This is an optimization exercise on Yosys and OpenROAD, whose aim is small area, a short achievable clock period and few clock cycles, not a production implementation. The RTL was checked by simulation tests, not by an equivalence proof against the original design. Power figures rest on the tool's default switching activity, not on a simulated workload.

north:
Design Pipelined_CPU, start of the top module:
module Pipelined_CPU(
  input         clk,
  input         rst_n,
  output [6:0]  imem_addr,
  input  [31:0] imem_data,
  output [6:0]  dmem_addr,
  output [31:0] dmem_wdata,
  output        dmem_we,
  input  [31:0] dmem_rdata
);
For scale: ~4800 cells after synthesis, about 1400 flip-flops, about 62000 µm² of cells after synthesis.
Settings: LEC_CHECK=0, CAP_MARGIN=20, CORE_MARGIN=2, CORE_UTILIZATION=55, CTS_CLUSTER_DIAMETER=120, CTS_CLUSTER_SIZE=20, SETUP_SLACK_MARGIN=1.0, SLEW_MARGIN=20; clock period 22.0 ns.
run.sh (not shown) runs the stock make flow with config.mk's settings and CLKGATE_MAP_FILE= SYNTH_SCRIPT=/design/flow/synth_recipe.tcl, a recipe that flattens the netlist after the stock synthesis.
Testbench counts of north, summed over its fixed seeds: cycles 45,979.
> inputs changed (north -> south)
- an added SYNTH_HIERARCHICAL of 1
- an added TNS_END_PERCENT of 10
==> flow/flow/run.sh (new file) <==
#!/bin/bash
# Layout flow for this design: the standard ORFS flow (standard.sh, with
# the standard synthesis and the design's constraint.sdc unchanged), with
#  - the setup repair steps (floorplan, CTS, global route) asked for a larger
#    setup margin, so that they size and buffer the logic for speed instead of
#    stopping as soon as the 22 ns constraint is met;
set -euo pipefail
bash standard.sh \
  SETUP_SLACK_MARGIN=17.2 \
  "BUFFER_PORTS_ARGS=-buffer_cell sky130_fd_sc_hd__buf_4" \
  finish > flow.log 2>&1
==> flow/standard.sh (new file) <==
#!/bin/bash
# synth_recipe.tcl (not shown) runs the flow's synth.tcl, then flattens the netlist and writes it again
# the make line also repeats each setting of config.mk as NAME=value (left out here)
make -C /OpenROAD-flow-scripts/flow DESIGN_CONFIG=/design/flow/config.mk WORK_HOME=/design/flow/orfs CLKGATE_MAP_FILE= SYNTH_SCRIPT=/design/flow/synth_recipe.tcl "${@:-finish}"
removed: flow/run.sh
==> comparison <==
- Relative to north, the post-synthesis net count measured on south has increased by a few percent.
- south vs. north: reported combinational group power down about 3.8%; critical path depth shrank by 18; worst hold slack across all endpoints increased by 0.0065 ns relative to the old numbers; area after synthesis rose 1700 µm².
- Lower sequential share of cell area among north and south: south
- [compare] base=north new=south: first-pass GRT wire length now sits lower, combinational share of power fell 0.5 points.
- Looking at worst-path cell with the longest stage delay, the nand4_1 result is from north; the dfxtp_2 one comes from south.
#### Input delta (east over south)
- a change of CORE_UTILIZATION from 55 to 65
- a deleted TNS_END_PERCENT that had been 10
--- a/flow/flow/run.sh
+++ b/flow/flow/run.sh
@@ -7,5 +7,5 @@
 set -euo pipefail
 bash standard.sh \
-  SETUP_SLACK_MARGIN=17.2 \
+  SETUP_SLACK_MARGIN=16.9 \
   "BUFFER_PORTS_ARGS=-buffer_cell sky130_fd_sc_hd__buf_4" \
   finish > flow.log 2>&1
==> results.txt <==
- Via count delta (east − south): unfavourable
- Measured against each other, south and east differ in area of all placed cells without fillers, the lower figure coming from south.
- The share of the final layout cell area in sequential cells reported for east is smaller than that of south by 0.83 points.
- Re final wirelength: south and east aren't equal, and the higher value belongs to south.

========
Pipelined_CPU, a different RTL version from the one above (not shown whole).
Size: ~4900 cells after synthesis, roughly 1400 flip-flops, roughly 62000 sq um of cells after synthesis.
Design Pipelined_CPU, start of the top module:
module Pipelined_CPU(
  input         clk,
  input         rst_n,
  output [6:0]  imem_addr,
  input  [31:0] imem_data,
  output [6:0]  dmem_addr,
  output [31:0] dmem_wdata,
  output        dmem_we,
  input  [31:0] dmem_rdata
);
Settings: LEC_CHECK=0, CAP_MARGIN=20, CORE_MARGIN=2, CORE_UTILIZATION=40, CTS_CLUSTER_DIAMETER=120, CTS_CLUSTER_SIZE=20, SETUP_SLACK_MARGIN=1.0, SLEW_MARGIN=20; clock period 22.0 ns.
Stock flow here: none of the scripts above is used.
The baseline went through all stages and came out clean.
Testbench counts at the start, summed over its fixed seeds: cycles 45,979.
Next try:
==> flow/flow/run.sh (new file) <==
#!/bin/bash
# Layout flow for this design: the standard ORFS flow (standard.sh, with
# the standard synthesis and the design's constraint.sdc unchanged), with
#  - the setup repair steps (floorplan, CTS, global route) asked for a larger
#    setup margin, so that they size and buffer the logic for speed instead of
#    stopping as soon as the 22 ns constraint is met;
set -euo pipefail
bash standard.sh \
  SETUP_SLACK_MARGIN=16.8 \
  "BUFFER_PORTS_ARGS=-buffer_cell sky130_fd_sc_hd__buf_4" \
  finish > flow.log 2>&1
==> flow/standard.sh (new file) <==
#!/bin/bash
# synth_recipe.tcl (not shown) runs the flow's synth.tcl, then flattens the netlist and writes it again
# the make line also repeats each setting of config.mk as NAME=value (left out here)
make -C /OpenROAD-flow-scripts/flow DESIGN_CONFIG=/design/flow/config.mk WORK_HOME=/design/flow/orfs CLKGATE_MAP_FILE= SYNTH_SCRIPT=/design/flow/synth_recipe.tcl "${@:-finish}"
SYNTH_HIERARCHICAL = 1   (was unset)
removed: flow/run.sh
After rerunning: The changed run finished clean; clock-buffer cell count went up by 11; cell area came out higher by 8.2%; die area goes up by 3.7%; worst setup slack improves by 2.0 ns; via count went up by 6.3%.

========
the previous run:
Pipelined_CPU with an RTL version that a note above also has.
Size in the first run: about 5000 cells after synthesis, roughly 64000 um^2 of cells after synthesis.
Settings: LEC_CHECK=0, CAP_MARGIN=20, CORE_MARGIN=2, CORE_UTILIZATION=55, CTS_CLUSTER_DIAMETER=120, CTS_CLUSTER_SIZE=20, SETUP_SLACK_MARGIN=1.0, SLEW_MARGIN=20, SYNTH_HIERARCHICAL=1; clock period 22.0 ns.
standard.sh (not shown) runs the stock make flow with config.mk's settings and CLKGATE_MAP_FILE= SYNTH_SCRIPT=/design/flow/synth_recipe.tcl, a recipe that flattens the netlist after the stock synthesis.
==> flow/flow/run.sh <==
#!/bin/bash
# Layout flow for this design: the standard ORFS flow (standard.sh, with
# the standard synthesis and the design's constraint.sdc unchanged), with
#  - the setup repair steps (floorplan, CTS, global route) asked for a larger
#    setup margin, so that they size and buffer the logic for speed instead of
#    stopping as soon as the 22 ns constraint is met;
set -euo pipefail
bash standard.sh \
  SETUP_SLACK_MARGIN=16.9 \
  "BUFFER_PORTS_ARGS=-buffer_cell sky130_fd_sc_hd__buf_4" \
  finish > flow.log 2>&1
The previous run: flow completed, timing, DRC and antenna clean
Testbench counts of the previous run, summed over its fixed seeds: cycles 45,979.
The following lists how the current run was set up differently from the previous run:
-- flow/flow/run.sh --
<<< the previous run, line 9
  SETUP_SLACK_MARGIN=16.9 \
>>> the current run, line 9
  SETUP_SLACK_MARGIN=16.6 \
[summary]
Between the previous run and the current run, the power in the clock group figures differ only marginally.
Portion of total power attributed to the clock network: the current run vs the previous run, no meaningful difference
Between the previous run and the current run, the difference in clock network area share is negligible.
The previous run and the current run ended up with roughly the same peak ir drop on the vdd network.
Comparing the previous run and the current run, the lower static power due to leakage was measured on the current run.
Amount of wire on met2 after detailed routing: the current run < the previous run
[compare] base=the previous run new=the current run: flop-to-flop setup slack saw a decrease, final-layout worst hold slack saw little to no change, area of all placed cells without fillers saw a decrease, number of nets in the final layout saw a decrease.
Worst setup slack: the current run vs the previous run down 0.14 ns

## port drivers added, routing unchanged
How much do the figures lean on ideal ports? The routed layouts below were timed once more, with nothing changed but the port constraints.
Step 1, drivers: a clkbuf_16 drives clk and a buf_2 each remaining input, both assumed.
Step 2 times the ports against the registers' clock, not the clock port: input delays grow and output delays shrink by t, the midpoint of the rising clock arrivals with the driver on.
Slacks: ideal / step 1 / step 2; pairs: ideal / step 1.
run	t (ns)	setup WS [ns]	worst setup path after step 2	clock arrival spread, ns
north	0.806	15.028 / 15.028 / 14.698	input to register	0.061 / 0.061
south	0.786	16.420 / 16.348 / 15.789	input to register	0.076 / 0.076
east	0.791	16.425 / 16.352 / 15.719	input to register	0.063 / 0.063
the first run of note 2	0.805	14.399 / 14.399 / 14.399	register to register	0.060 / 0.061
the second run of note 2	0.819	16.366 / 16.283 / 15.632	input to register	0.064 / 0.064
the previous run	0.790	16.402 / 16.326 / 15.784	input to register	0.051 / 0.051
the current run	0.785	16.260 / 16.260 / 15.779	input to register	0.052 / 0.052
After both steps setup and hold are still met in every run listed. For the second run of note 2, which loses most, drivers alone change the setup slack by -0.083 ns; drivers and shift together by -0.734 ns.
